Context: an optimization exercise on an open-source flow, tuned for small area, a short achievable clock period and few clock cycles per item. The choices shown serve that exercise and are no tape-out recipe.

==> flow/design.v (excerpt) <==
module ALU_16bit (
    input              clk,
    input              rst,
    input              start,
    input       [3:0]  op,
    input  signed [15:0] A,
    input  signed [15:0] B,
    output reg signed [15:0] Z_low,
    output reg signed [15:0] Z_high,
    output reg         valid
);
Size in the first run: roughly 1,900 cells after synthesis.
==> flow/config.mk <==
export PLATFORM = sky130hd
export DESIGN_NAME = ALU_16bit
export DESIGN_NICKNAME = ALU_16bit
export VERILOG_FILES = /design/flow/design.v
export SDC_FILE = /design/flow/constraint.sdc
export NUM_CORES = 4
export LEC_CHECK = 0
export ABC_AREA = 1
export CAP_MARGIN = 20
export CORE_MARGIN = 2
export CORE_UTILIZATION = 40
export SETUP_SLACK_MARGIN = 1.0
export SLEW_MARGIN = 20
==> flow/constraint.sdc <==
create_clock -name core_clock -period 6.0 [get_ports {clk}]
set_input_delay 1.2000 -clock core_clock [delete_from_list [all_inputs] [get_ports {clk}]]
set_output_delay 1.2000 -clock core_clock [all_outputs]
set_load 0.01 [all_outputs]
standard.sh (not shown) runs the stock make flow with config.mk's settings and CLKGATE_MAP_FILE= SYNTH_SCRIPT=/design/flow/synth_recipe.tcl, a recipe that flattens the netlist after the stock synthesis.
==> flow/flow/run.sh <==
#!/bin/bash
# The standard layout, except that the ports are buffered with buf_2 cells
# instead of the default delay-type buffer.  Each tool's output is in
# standard.log (make) and orfs/logs/.
export BUFFER_PORTS_ARGS="-buffer_cell sky130_fd_sc_hd__buf_2"
bash standard.sh > standard.log 2>&1
Next try:
--- a/flow/design.v
+++ b/flow/design.v
@@ -1,36 +1,8 @@
-`timescale 1ns / 1ps
-module BkCarry #(parameter WIDTH = 17) (
-    input  [WIDTH-1:0] p,
-    input  [WIDTH-1:0] g,
-    input              ci,
-    output [WIDTH-1:0] co
-);
-    integer i, j;
-    reg [WIDTH-1:0] pp, gg;
-    always @* begin
-        pp = p;
-        gg = g;
-        gg[0] = g[0] | (p[0] & ci);
-        for (i = 1; i <= $clog2(WIDTH); i = i + 1) begin
-            for (j = 2**i - 1; j < WIDTH; j = j + 2**i) begin
-                gg[j] = gg[j] | (pp[j] & gg[j - 2**(i-1)]);
-                pp[j] = pp[j] & pp[j - 2**(i-1)];
-            end
-        end
-        for (i = $clog2(WIDTH); i > 0; i = i - 1) begin
-            for (j = 2**i + 2**(i-1) - 1; j < WIDTH; j = j + 2**i) begin
-                gg[j] = gg[j] | (pp[j] & gg[j - 2**(i-1)]);
-                pp[j] = pp[j] & pp[j - 2**(i-1)];
-            end
-        end
-    end
-    assign co = gg;
-endmodule
 `timescale 1ns / 1ps
 module Lzc16 (
     input  [15:0] x,
     output [3:0]  n
 );
     wire       z3 = ~|x[15:8];
     wire [7:0] y8 = z3 ? x[7:0] : x[15:8];
     wire       z2 = ~|y8[7:4];
@@ -124,48 +96,45 @@
     wire [19:0] by  = {{2{by18[17]}}, by18};
     wire [17:0] hy  = ((({18{h1}} & {{2{B[15]}}, B}) | ({18{h2}} & {B[15], B, 1'b0})) ^ {18{hinv}});
     wire [19:0] ty  = mul_any ? {hy, hinv, inv} : 20'd0;
     wire [19:0] cs_s = ax ^ by ^ ty;
     wire [19:0] cs_c = {(ax[18:0] & by[18:0]) | (ax[18:0] & ty[18:0]) | (by[18:0] & ty[18:0]), mul_any & hinv};
     wire        a_ci = mul_any ? hinv : (inv | fix_neg);
     wire [20:0] s21 = {cs_s, 1'b1} + {cs_c, a_ci};
     wire [19:0] sum = s21[20:1];
-    wire        sub  = (op == 4'b0001) | (op == 4'b0100);    
-    wire [16:0] ae   = {A[15], A};
-    wire [16:0] be   = {B[15], B} ^ {17{sub}};
-    wire [16:0] ap   = ae ^ be;
-    wire [16:0] ag   = ae & be;
-    wire [16:0] aco;
-    BkCarry #(.WIDTH(17)) acy (.p(ap), .g(ag), .ci(sub), .co(aco));
-    wire [16:0] add  = ap ^ {aco[15:0], sub};
+    wire        sub  = op[0] | op[2];              
+    wire [17:0] ad_s = {A[15], A, 1'b1} + ({B[15], B, sub} ^ {{17{sub}}, 1'b0});
+    wire [16:0] add  = ad_s[17:1];
     wire        cn_on = s_norm ? sign_a : sign_q;    
     wire [15:0] zl_or;                                
     PrefixOr16 zpo (.x(Z_low), .y(zl_or));
     wire [15:0] zl_cn = Z_low ^ ({zl_or[14:0], 1'b0} & {16{cn_on}});
     wire        right  = op[0];                    
     wire [15:0] r_in   = s_norm ? {zl_cn[0], zl_cn[15:1]} : (right ? {A[14:0], A[15]} : A);
     wire [3:0]  r_amt  = s_norm ? cnt[3:0] : (B[3:0] ^ {4{right}});
     wire [31:0] r_dbl  = {r_in, r_in} << r_amt;
     wire [15:0] rot    = r_dbl[31:16];
     wire [15:0] hmask  = 16'hFFFF << r_amt;        
     wire [15:0] nmask  = {1'b1, cnt[4] ? 15'd0 : hmask[15:1]};    
     wire [15:0] shr_m  = 16'hFFFF >> B[3:0];
     wire        lt  = add[16];
-    wire        eq  = &ap[15:0];
+    wire        eq  = (A == B);
     wire        op_cmp = (op == 4'b0100);
     wire        op_log = (op[3:2] == 2'b01 & op[1:0] != 2'b00) | (op[3:1] == 3'b100);   
     wire        op_shl = (op == 4'b1010);
     wire        op_shr = (op == 4'b1011);
     wire        op_rot = (op[3:1] == 3'b110);
     wire        op_sum = (op[3:1] == 3'b000);                                          
     wire        g_t11 = (op == 4'b0110) | (op == 4'b1000);                      
     wire        g_t01 = (op == 4'b0101) | (op == 4'b1000) | (op == 4'b1001);   
     wire        g_t00 = (op == 4'b0101) | (op == 4'b0111);                      
-    wire [15:0] logic_r = (ag[15:0] & {16{g_t11}}) | (ap[15:0] & {16{g_t01}}) | (~(ap[15:0] | ag[15:0]) & {16{g_t00}});
+    wire [15:0] l_and = A & B;
+    wire [15:0] l_or  = A | B;
+    wire [15:0] logic_r = (l_and & {16{g_t11}}) | (l_or & ~l_and & {16{g_t01}}) | (~l_or & {16{g_t00}});
     wire [15:0] sh_m  = ({16{op_shl}} & hmask) | ({16{op_shr}} & shr_m) | {16{op_rot}};
     wire [15:0] res   = ({16{op_sum}} & add[15:0])
                       | ({16{op_div}} & A)
                       | ({16{op_log}} & logic_r)
                       | (sh_m & rot)
                       | {{15{op_cmp & lt}}, op_cmp & (lt | ~eq)};
     wire take = ~sum[19];                 
     always @(posedge clk or negedge rst) begin
Result:
- The new run completed with no timing, DRC or antenna violations
- critical path depth goes up by 3
- worst setup slack is better by 15 ps
- cell count goes up by 8.3%
- area after synthesis goes up by 5.2%
- wire length goes up by 3.7%
- count of clock-buffer cells in the layout goes up by 3
- fmax goes up by 0.31%
- die area goes up by 5.1%
- utilization goes down by 1.7 points
- design area goes up by 2.1%
- synthesized cell count goes up by 7.4%
Function was not checked in any run of this note: the RTL went through the layout flow alone.

## re-timing with driven ports
No port has a modelled driver above. Below, the same layouts with a new extraction and two added sets of constraints. Step 1 sets driving cells, clkbuf_16 on the clock port and buf_2 on the other inputs (assumed; they add their load-dependent delay and slew). Step 2 times the ports against the registers' clock, not the clock port: input delays grow and output delays shrink by t, the midpoint of the rising clock arrivals with the driver on. Three values: ideal ports, drivers, drivers and shift; two values: the first two.
run	t, ns	setup slack, ns	cell pins on the clock port's net
the first run	0.348	1.122 / 1.135 / 0.787	1
the second run	0.346	1.137 / 1.164 / 0.819	1
After both steps every run listed still meets setup and hold. The setup slack of the first run, which loses most, moves by +0.013 ns with the drivers and by -0.335 ns with both steps.
